Background: an optimization exercise with open tools, aiming at small area and a short achievable clock period. Do not read the settings as production practice.
Only simulation tests tie the RTL to the original design; equivalence was not proved.
The clock port is modelled as an ideal driver; clocking choices that lean on that would not hold on a real chip.
Power figures rest on the tool's default switching activity, not on a simulated workload.

## game_logic
module game_logic(
	input clock,
	input resetn,
	input button1,
	input button0,
	input [7:0]player_input,
	output reg [2:0] colour,
	output [9:0] x,
	output [8:0] y,
	output reg plot
);
Size in the first run: roughly 1000 cells after synthesis, ~200 flip-flops, about 35 I/O pins, roughly 0.0091 sq mm of cells after synthesis.
==> flow/config.mk <==
export PLATFORM = sky130hd
export DESIGN_NAME = game_logic
export DESIGN_NICKNAME = game_logic
export VERILOG_FILES = /design/flow/design.v
export SDC_FILE = /design/flow/constraint.sdc
export NUM_CORES = 4
export LEC_CHECK = 0
export CAP_MARGIN = 20
export CORE_MARGIN = 2
export CORE_UTILIZATION = 40
export SLEW_MARGIN = 20
==> flow/constraint.sdc <==
create_clock -name core_clock -period 8.0 [get_ports {clock}]
set_input_delay 1.6000 -clock core_clock [delete_from_list [all_inputs] [get_ports {clock}]]
set_output_delay 1.6000 -clock core_clock [all_outputs]
set_load 0.01 [all_outputs]
standard.sh (not shown) runs the stock make flow with config.mk's settings and CLKGATE_MAP_FILE= SYNTH_SCRIPT=/design/flow/synth_recipe.tcl, a recipe that flattens the netlist after the stock synthesis.
==> flow/flow/run.sh <==
#!/bin/bash
# The standard layout, with these changes:
# - the port buffers that every input and output gets are buf_2 cells (ORFS
#   picks a slow delay cell otherwise, which its repair then leaves alone);
# - denser core (55 %) and larger clock-tree sink clusters (fewer leaf buffers);
# - after clock tree synthesis, flow/clock_top.tcl rebuilds the top of the
#   tree: the leaf buffers stay, everything above them is replaced by 4
#   buffers that the clock port drives directly, one per quarter of the core,
#   so every register's clock arrives earlier, all alike.
# The clock period, constraints and every other step are unchanged.
set -euo pipefail
MARGIN=${MARGIN:-5.8}
KNOBS="CORE_UTILIZATION=68 SETUP_SLACK_MARGIN=$MARGIN CTS_CLUSTER_SIZE=25 CTS_CLUSTER_DIAMETER=60"
PORTS="BUFFER_PORTS_ARGS=-buffer_cell sky130_fd_sc_hd__buf_2"
bash standard.sh $KNOBS "$PORTS" cts > standard_cts.log 2>&1
R=orfs/results/sky130hd/game_logic/base
ODB=$R/4_cts.odb ODB_OUT=$R/4_cts.odb openroad -no_init -exit flow/clock_top.tcl > clock_top.log 2>&1
bash standard.sh $KNOBS "$PORTS" finish > standard.log 2>&1
==> flow/flow/clock_top.tcl <==
read_db $::env(ODB)
set block [ord::get_db_block]
set port_net [$block findNet clock]

proc out_net { inst } {
  foreach it [$inst getITerms] {
    if { [$it isOutputSignal] } { return [$it getNet] }
  }
  foreach it [$inst getITerms] {
    if { [[$it getMTerm] getIoType] == "OUTPUT" } { return [$it getNet] }
  }
  return ""
}
proc in_iterm { inst } {
  foreach it [$inst getITerms] {
    if { [$it isInputSignal] } { return $it }
  }
  return ""
}
# a clock buffer whose output drives something (CTS also adds buffers with a
# free output as dummy loads; those count as sinks)
proc is_dummy { inst } {
  if { ![string match "sky130_fd_sc_hd__clkbuf_*" [[$inst getMaster] getName]] } { return 0 }
  return [expr {![is_buf $inst]}]
}
proc is_buf { inst } {
  if { ![string match "sky130_fd_sc_hd__clkbuf_*" [[$inst getMaster] getName]] } { return 0 }
  set onet [out_net $inst]
  if { $onet == "" || $onet == "NULL" } { return 0 }
  return [expr {[llength [$onet getITerms]] > 1}]
}

# walk the tree from the port
set upper {}
set leaves {}
set front [list $port_net]
while { [llength $front] } {
  set next {}
  foreach net $front {
    foreach it [$net getITerms] {
      if { ![$it isInputSignal] } { continue }
      set inst [$it getInst]
      if { ![is_buf $inst] } { continue }
      set onet [out_net $inst]
      set drives_buf 0
      set drives_sink 0
      foreach lt [$onet getITerms] {
        if { [$lt getInst] == $inst } { continue }
        if { [is_dummy [$lt getInst]] } { continue }
        if { [is_buf [$lt getInst]] } { set drives_buf 1 } else { set drives_sink 1 }
      }
      if { $drives_sink } {
        if { $drives_buf } {
          puts "[$inst getName] drives both buffers and registers: the tree is left as it is"
          write_db $::env(ODB_OUT)
          exit
        }
        lappend leaves $inst
      } else {
        lappend upper $inst
        lappend next $onet
      }
    }
  }
  set front $next
}
foreach it [$port_net getITerms] {
  if { ![is_buf [$it getInst]] } { error "the clock port drives a non-buffer" }
}
puts "[llength $upper] upper buffers, [llength $leaves] leaf buffers"
if { [llength $leaves] < 5 } {
  puts "too few leaves: the tree is left as it is"
  write_db $::env(ODB_OUT)
  exit
}

# remove the upper levels, with any dummy loads on their nets
set dummy_list {}
foreach net [concat [list $port_net] [lmap b $upper {out_net $b}]] {
  foreach it [$net getITerms] {
    set inst [$it getInst]
    if { [$it isInputSignal] && [is_dummy $inst] } { lappend dummy_list $inst }
  }
}
set dummies [llength $dummy_list]
foreach inst $dummy_list { odb::dbInst_destroy $inst }
foreach b $leaves { [in_iterm $b] disconnect }
foreach b $upper {
  set onet [out_net $b]
  odb::dbInst_destroy $b
  odb::dbNet_destroy $onet
}
puts "removed [llength $upper] upper buffers and $dummies dummy loads"

# split the leaves into 4 groups: halves by x, then each half by y
proc centre { inst } {
  set bb [$inst getBBox]
  return [list [expr {([$bb xMin] + [$bb xMax]) / 2}] [expr {([$bb yMin] + [$bb yMax]) / 2}]]
}
set pts {}
foreach b $leaves { lappend pts [concat [list $b] [centre $b]] }
set pts [lsort -integer -index 1 $pts]
set h [expr {[llength $pts] / 2}]
set groups {}
foreach half [list [lrange $pts 0 [expr {$h - 1}]] [lrange $pts $h end]] {
  set half [lsort -integer -index 2 $half]
  set q [expr {[llength $half] / 2}]
  lappend groups [lrange $half 0 [expr {$q - 1}]] [lrange $half $q end]
}
set db [$block getDataBase]
set top_cell sky130_fd_sc_hd__clkbuf_16
if { [info exists ::env(TOP_CELL)] } { set top_cell $::env(TOP_CELL) }
set master [$db findMaster $top_cell]
if { [info exists ::env(LEAF_CELL)] } {
  set lm [$db findMaster $::env(LEAF_CELL)]
  foreach b $leaves { $b swapMaster $lm }
  puts "leaf buffers are now $::env(LEAF_CELL)"
}
set n 0
foreach grp $groups {
  incr n
  set nb [odb::dbInst_create $block $master "clkbuf_top_${n}_clock"]
  set nnet [odb::dbNet_create $block "clknet_top_${n}_clock"]
  $nnet setSigType CLOCK
  set sx 0; set sy 0
  foreach p $grp {
    [in_iterm [lindex $p 0]] connect $nnet
    incr sx [lindex $p 1]; incr sy [lindex $p 2]
  }
  $nb setLocation [expr {$sx / [llength $grp]}] [expr {$sy / [llength $grp]}]
  $nb setPlacementStatus PLACED
  foreach nit [$nb getITerms] {
    set sig [[$nit getMTerm] getSigType]
    if { $sig == "POWER" || $sig == "GROUND" } { continue }
    if { [$nit isOutputSignal] } { $nit connect $nnet } elseif { [$nit isInputSignal] } { $nit connect $port_net }
  }
  puts "clkbuf_top_${n}_clock drives [llength $grp] leaf buffers"
}
puts "clock port now drives [llength [$port_net getITerms]] cell pins"
detailed_placement
check_placement
write_db $::env(ODB_OUT)
The first run ran to the end with no violations.
Next try:
--- a/flow/flow/run.sh
+++ b/flow/flow/run.sh
@@ -4,3 +4,3 @@
 #   picks a slow delay cell otherwise, which its repair then leaves alone);
-# - denser core (55 %) and larger clock-tree sink clusters (fewer leaf buffers);
+# - denser core (68 %) and larger clock-tree sink clusters (fewer leaf buffers);
 # - after clock tree synthesis, flow/clock_top.tcl rebuilds the top of the
@@ -11,3 +11,3 @@
 set -euo pipefail
-MARGIN=${MARGIN:-5.8}
+MARGIN=${MARGIN:-5.7}
 KNOBS="CORE_UTILIZATION=68 SETUP_SLACK_MARGIN=$MARGIN CTS_CLUSTER_SIZE=25 CTS_CLUSTER_DIAMETER=60"
@@ -16,3 +16,3 @@
 R=orfs/results/sky130hd/game_logic/base
-ODB=$R/4_cts.odb ODB_OUT=$R/4_cts.odb openroad -no_init -exit flow/clock_top.tcl > clock_top.log 2>&1
+TOP_CELL=sky130_fd_sc_hd__clkbuf_8 ODB=$R/4_cts.odb ODB_OUT=$R/4_cts.odb openroad -no_init -exit flow/clock_top.tcl > clock_top.log 2>&1
 bash standard.sh $KNOBS "$PORTS" finish > standard.log 2>&1
Result:
- total power fell by 2.2%
- worst hold slack got worse by 0.0039 ns
- final cell count stays flat
- area after synthesis is unchanged
- worst setup slack degrades by 0.018 ns
- clock skew rises by 0.0096 ns
- non-clock buffer count falls by 1
- maximum frequency went down by 0.77%
- design area decreases by 0.89%
- routed wire length decreases by 1.7%
- utilization went down by 0.68 points
Next try:
--- a/flow/flow/run.sh
+++ b/flow/flow/run.sh
@@ -4,3 +4,3 @@
 #   picks a slow delay cell otherwise, which its repair then leaves alone);
-# - denser core (68 %) and larger clock-tree sink clusters (fewer leaf buffers);
+# - denser core (55 %) and larger clock-tree sink clusters (fewer leaf buffers);
 # - after clock tree synthesis, flow/clock_top.tcl rebuilds the top of the
@@ -11,4 +11,4 @@
 set -euo pipefail
-MARGIN=${MARGIN:-5.7}
-KNOBS="CORE_UTILIZATION=68 SETUP_SLACK_MARGIN=$MARGIN CTS_CLUSTER_SIZE=25 CTS_CLUSTER_DIAMETER=60"
+MARGIN=${MARGIN:-5.6}
+KNOBS="CORE_UTILIZATION=76 SETUP_SLACK_MARGIN=$MARGIN CTS_CLUSTER_SIZE=25 CTS_CLUSTER_DIAMETER=60"
 PORTS="BUFFER_PORTS_ARGS=-buffer_cell sky130_fd_sc_hd__buf_2"
@@ -16,3 +16,3 @@
 R=orfs/results/sky130hd/game_logic/base
-TOP_CELL=sky130_fd_sc_hd__clkbuf_8 ODB=$R/4_cts.odb ODB_OUT=$R/4_cts.odb openroad -no_init -exit flow/clock_top.tcl > clock_top.log 2>&1
+ODB=$R/4_cts.odb ODB_OUT=$R/4_cts.odb openroad -no_init -exit flow/clock_top.tcl > clock_top.log 2>&1
 bash standard.sh $KNOBS "$PORTS" finish > standard.log 2>&1
--- a/flow/flow/clock_top.tcl
+++ b/flow/flow/clock_top.tcl
@@ -52,7 +52,3 @@
       if { $drives_sink } {
-        if { $drives_buf } {
-          puts "[$inst getName] drives both buffers and registers: the tree is left as it is"
-          write_db $::env(ODB_OUT)
-          exit
-        }
+        if { $drives_buf } { error "[$inst getName] drives both buffers and registers" }
         lappend leaves $inst
@@ -109,11 +105,4 @@
 }
-set db [$block getDataBase]
-set top_cell sky130_fd_sc_hd__clkbuf_16
-if { [info exists ::env(TOP_CELL)] } { set top_cell $::env(TOP_CELL) }
-set master [$db findMaster $top_cell]
-if { [info exists ::env(LEAF_CELL)] } {
-  set lm [$db findMaster $::env(LEAF_CELL)]
-  foreach b $leaves { $b swapMaster $lm }
-  puts "leaf buffers are now $::env(LEAF_CELL)"
-}
+set master [[lindex $leaves 0] getMaster]
+set master [[$block getDataBase] findMaster sky130_fd_sc_hd__clkbuf_16]
 set n 0
=> Design area decreases slightly; register-to-register slack got worse by 0.09 ns; synthesized area is unchanged; setup slack gets better by 0.0034 ns; die area fell by roughly a tenth.
Next try:
--- a/flow/flow/run.sh
+++ b/flow/flow/run.sh
@@ -4,3 +4,3 @@
 #   picks a slow delay cell otherwise, which its repair then leaves alone);
-# - denser core (55 %) and larger clock-tree sink clusters (fewer leaf buffers);
+# - denser core (68 %) and larger clock-tree sink clusters (fewer leaf buffers);
 # - after clock tree synthesis, flow/clock_top.tcl rebuilds the top of the
@@ -11,4 +11,4 @@
 set -euo pipefail
-MARGIN=${MARGIN:-5.6}
-KNOBS="CORE_UTILIZATION=76 SETUP_SLACK_MARGIN=$MARGIN CTS_CLUSTER_SIZE=25 CTS_CLUSTER_DIAMETER=60"
+MARGIN=${MARGIN:-5.7}
+KNOBS="CORE_UTILIZATION=68 SETUP_SLACK_MARGIN=$MARGIN CTS_CLUSTER_SIZE=25 CTS_CLUSTER_DIAMETER=80"
 PORTS="BUFFER_PORTS_ARGS=-buffer_cell sky130_fd_sc_hd__buf_2"
--- a/flow/flow/clock_top.tcl
+++ b/flow/flow/clock_top.tcl
@@ -52,3 +52,7 @@
       if { $drives_sink } {
-        if { $drives_buf } { error "[$inst getName] drives both buffers and registers" }
+        if { $drives_buf } {
+          puts "[$inst getName] drives both buffers and registers: the tree is left as it is"
+          write_db $::env(ODB_OUT)
+          exit
+        }
         lappend leaves $inst
@@ -105,4 +109,11 @@
 }
-set master [[lindex $leaves 0] getMaster]
-set master [[$block getDataBase] findMaster sky130_fd_sc_hd__clkbuf_16]
+set db [$block getDataBase]
+set top_cell sky130_fd_sc_hd__clkbuf_16
+if { [info exists ::env(TOP_CELL)] } { set top_cell $::env(TOP_CELL) }
+set master [$db findMaster $top_cell]
+if { [info exists ::env(LEAF_CELL)] } {
+  set lm [$db findMaster $::env(LEAF_CELL)]
+  foreach b $leaves { $b swapMaster $lm }
+  puts "leaf buffers are now $::env(LEAF_CELL)"
+}
 set n 0
Effect: The changed run went through all stages and came out clean. Area after synthesis does not change. Power shrinks by 5.0%. Die area grows by 11%. Worst setup slack gains 0.012 ns.
Next try:
--- a/flow/flow/run.sh
+++ b/flow/flow/run.sh
@@ -11,4 +11,4 @@
 set -euo pipefail
-MARGIN=${MARGIN:-5.7}
-KNOBS="CORE_UTILIZATION=68 SETUP_SLACK_MARGIN=$MARGIN CTS_CLUSTER_SIZE=25 CTS_CLUSTER_DIAMETER=80"
+MARGIN=${MARGIN:-5.75}
+KNOBS="CORE_UTILIZATION=68 SETUP_SLACK_MARGIN=$MARGIN CTS_CLUSTER_SIZE=25 CTS_CLUSTER_DIAMETER=60"
 PORTS="BUFFER_PORTS_ARGS=-buffer_cell sky130_fd_sc_hd__buf_2"
The new run completed without violations.
Die area stays the same.
Power rises by 4.4%.
Clock skew decreases by 0.015 ns.
Cell area rose by 0.84%.
Next try:
--- a/flow/flow/run.sh
+++ b/flow/flow/run.sh
@@ -11,3 +11,3 @@
 set -euo pipefail
-MARGIN=${MARGIN:-5.75}
+MARGIN=${MARGIN:-5.7}
 KNOBS="CORE_UTILIZATION=68 SETUP_SLACK_MARGIN=$MARGIN CTS_CLUSTER_SIZE=25 CTS_CLUSTER_DIAMETER=60"
Wire length fell by 0.74%.
Total power stays flat.
Fmax rose by 1.2%.
Setup slack improved by 0.029 ns.
Die area is unchanged.
Sequential power stays flat.
Via count stays flat.
Hold slack barely changes.
Non-clock buffer count is unchanged.
Final area hardly moves.
Sequential share of layout area is about the same.

==> port drivers added, routing unchanged <==
Ports are ideal in the flow. The routed layouts listed here were re-timed in OpenROAD.
Step 1 (the two cells are an assumption about what drives the block):
set clk [get_ports {clock}]
set_driving_cell -lib_cell sky130_fd_sc_hd__clkbuf_16 $clk
set_driving_cell -lib_cell sky130_fd_sc_hd__buf_2 [delete_from_list [all_inputs] $clk]
Step 2 also shifts input and output timing later by t, the mid clock arrival at the registers, as if the neighbouring blocks saw the same clock.
Three values: ideal ports, drivers, drivers and shift; two values: the first two.
run | shift t [ns] | setup WS [ns] | worst setup path at the end | slew at the worst register clock pin (ns)
the first run | 0.383 | 5.617 / 5.526 / 5.636 | input to register | 0.09 / 0.09
the second run | 0.389 | 5.598 / 5.519 / 5.641 | input to register | 0.10 / 0.10
the third run | 0.386 | 5.602 / 5.523 / 5.483 | input to register | 0.10 / 0.10
the fourth run | 0.381 | 5.614 / 5.528 / 5.587 | input to register | 0.10 / 0.10
the fifth run | 0.382 | 5.590 / 5.526 / 5.590 | register to register | 0.09 / 0.09
the sixth run | 0.381 | 5.620 / 5.529 / 5.639 | input to register | 0.09 / 0.09
After both steps every run listed still meets setup and hold. The setup slack of the third run, which loses most, moves by -0.079 ns with the drivers and by -0.119 ns with both steps.
